From an optimization exercise on the open Yosys and OpenROAD flow, aimed at small area, a short achievable clock period and few clock cycles per item; shortcuts taken in it are not production practice. In this exercise RTL edits were held to simulation tests only and were not proved equivalent to the original. Power and IR drop assume default switching activity.

## alu
module alu (
    input wire clk_i,
    input wire rst_i,
    input wire [3:0] alu_op_i,
    input wire [1:0] alu_section_i,
    input wire [31:0] alu_num1_i,
    input wire [31:0] alu_num2_i,
    output wire [31:0] alu_result_o,
    output wire [31:0] alu_add_result_o,
    input wire alu_valid_i,
    output wire alu_busy_o
);
Size: roughly 5100 cells after synthesis, about 140 flip-flops, ~140 I/O pins, about 0.038 mm2 of cells after synthesis.
export LEC_CHECK = 0
export CAP_MARGIN = 5
export CORE_MARGIN = 2
export CORE_UTILIZATION = 50
export GPL_TIMING_DRIVEN = 0
export SETUP_SLACK_MARGIN = 1.8
export SLEW_MARGIN = 5
create_clock -name core_clock -period 11.0 [get_ports {clk_i}]
standard.sh (not shown) runs the stock make flow with config.mk's settings and CLKGATE_MAP_FILE= SYNTH_SCRIPT=/design/flow/synth_recipe.tcl, a recipe that flattens the netlist after the stock synthesis.
==> flow/flow/run.sh <==
#!/bin/bash
# Layout: the standard flow (standard.sh), with two changes:
#  * the buffers that the flow puts on every input and output port are buf_4
#    cells instead of the default choice, the slow delay cell clkdlybuf4s50_1;
#  * the buffers that synthesis (abc) inserted are removed at floorplan
#    (REMOVE_ABC_BUFFERS), so that placement-aware repair buffers the nets.
# The full output of the flow goes to standard_flow.log in the work folder;
# ORFS's own per-step logs are under orfs/logs/.
set -euo pipefail
cd "$(dirname "$0")/.."
export BUFFER_PORTS_ARGS="-buffer_cell sky130_fd_sc_hd__buf_4"
export REMOVE_ABC_BUFFERS=1
bash standard.sh > standard_flow.log 2>&1
The first run passed the timing, design-rule and antenna checks.
Testbench counts at the start, summed over its fixed seeds: cycles 39,917, ops 16,000.
Then changed:
- CAP_MARGIN: 5 -> 20
- SETUP_SLACK_MARGIN: 1.8 -> 2.6
- SLEW_MARGIN: 5 -> 20
Effect: The changed run went through all stages and came out clean; synthesized area stays the same; clock skew is about the same; synthesized cell count is unchanged; cell area goes up by 7.7%; utilization came out higher by 4.4 points; first-iteration DRC count increases by 17%; clock power shrinks by 8.8%; cell count goes up by 2.9%.


trial 8:
alu again, from the RTL that the note above started with.
clock: 11.0 ns
lec_check: 0
cap_margin: 10
core_margin: 2
core_utilization: 50
gpl_timing_driven: 0
setup_slack_margin: 2.2
slew_margin: 10
Scripts as last shown in full above: flow/flow/run.sh
Trial 8: done, clean on timing, DRC and antenna
Testbench counts of trial 8, summed over its fixed seeds: cycles 39,917, ops 16,000.
Changes in build 91 relative to trial 8:
- a change of SLEW_MARGIN from 10 to 20
- a change of SETUP_SLACK_MARGIN from 2.2 to 1.6
- a change of CORE_UTILIZATION from 50 to 55
- a change of CAP_MARGIN from 10 to 20
- Trial 8 finished end to end and its layout was clean on timing, DRC and antenna.
- Build 91: no failed stages, no open violations at the end
- Build 91 vs trial 8: achievable clock frequency down by a few percent
- In the flow results for build 91 and trial 8, the combinational group share of total power is larger on trial 8.
- Higher critical path data required time was reported by build 91, not trial 8.
- Going from trial 8 to build 91, hold slack went up 110 ps, total power went down 2.8%, amount of wire on met2 after detailed routing went down about 5.4%, final layout net count went down 107.
- Measured against each other, build 91 and trial 8 differ in wire length of the first global-routing pass, the higher figure coming from trial 8.


Starting RTL as in the previous note.
Design alu, start of the top module:
module alu (
    input wire clk_i,
    input wire rst_i,
    input wire [3:0] alu_op_i,
    input wire [1:0] alu_section_i,
    input wire [31:0] alu_num1_i,
    input wire [31:0] alu_num2_i,
    output wire [31:0] alu_result_o,
    output wire [31:0] alu_add_result_o,
    input wire alu_valid_i,
    output wire alu_busy_o
);
clock: 11.0 ns
lec_check: 0
cap_margin: 10
core_margin: 2
core_utilization: 50
gpl_timing_driven: 0
setup_slack_margin: 1.8
slew_margin: 10
Scripts as last shown in full above: flow/flow/run.sh
The starting point finished with timing, DRC and antenna clean.
Testbench counts at the start, summed over its fixed seeds: cycles 39,917, ops 16,000.
Then changed:
Settings changed: CAP_MARGIN 10 to 20, SETUP_SLACK_MARGIN 1.8 to 1.2, SLEW_MARGIN 10 to 20.
=> Register-to-register slack loses 510 ps. Final area falls by 2.5%. Wire length went down by about 1.7%. Worst hold slack is better by 14 ps. Sequential power stays flat. Final cell count went down by 0.78%. Power went down by 1.4%. Global-route usage went down by 0.68 points. Critical path depth is higher by 7. Synthesized area does not change. Synthesized cell count does not change.
Then changed:
Settings changed: CORE_UTILIZATION 50 to 45, SETUP_SLACK_MARGIN 1.2 to 2.0.
What happened:
- The new run completed with no timing, DRC or antenna violations
- cell area climbs by a few percent
- synthesized area does not change
- worst hold slack is better by 52 ps
- power rose by a few percent
- critical path depth falls by 1
Then changed:
Settings changed: CORE_UTILIZATION 45 to 60.
Outcome: The new run completed without violations; total power came out higher by 2.4%; die area came out lower by 25%; non-clock buffer count came out lower by 29; clock-buffer cell count came out lower by 2; design area came out lower by 1.8%; first-iteration DRC count came out higher by 55%; global-route usage came out higher by 14 points; utilization came out higher by 16 points; worst setup slack gets worse by 9.5 ps; register-to-register slack gets worse by 470 ps.
Then changed:
Settings changed: CORE_UTILIZATION 60 to 50, SETUP_SLACK_MARGIN 2.0 to 1.8.
=>
- The new run ran to the end with no violations
- sequential power hardly moves
- synthesized cell count does not change
- clock power is lower by about 2%
- total power is lower by about 2.4%
- setup slack degrades by 16 ps
- sequential share of layout area is higher by 0.18 points
- via count came out lower by about 5%

-- re-timing with driven ports --
No port has a modelled driver above. Below, the same layouts with a new extraction and two added sets of constraints.
Step 1 sets driving cells, clkbuf_16 on the clock port and buf_2 on the other inputs (assumed; they add their load-dependent delay and slew).
Step 2 adds t to the input delays and takes it off the output delays; t is the mean of the earliest and latest rising clock arrival at the registers after step 1. Input paths then give back, and output paths get back, about the clock's delay inside the block.
Slacks: no drivers / after step 1 / after step 2; pairs: no drivers / after step 1.
run	shift t [ns]	setup slack, ns	pins driven straight from the clock port
the first run of note 1	0.568	1.863 / 1.837 / 1.332	1
the second run of note 1	0.558	2.064 / 1.994 / 1.811	1
trial 8	0.561	2.104 / 2.052 / 1.749	1
build 91	0.573	1.634 / 1.446 / 1.055	1
the first run of note 3	0.555	1.851 / 1.790 / 1.424	1
the second run of note 3	0.566	1.258 / 1.234 / 0.838	1
the third run of note 3	0.565	1.690 / 1.502 / 1.502	1
the fourth run of note 3	0.588	1.680 / 1.680 / 1.318	1
the fifth run of note 3	0.566	1.664 / 1.627 / 1.365	1
After both steps every run listed still meets setup and hold. For build 91, which loses most, drivers alone change the setup slack by -0.188 ns; drivers and shift together by -0.579 ns.
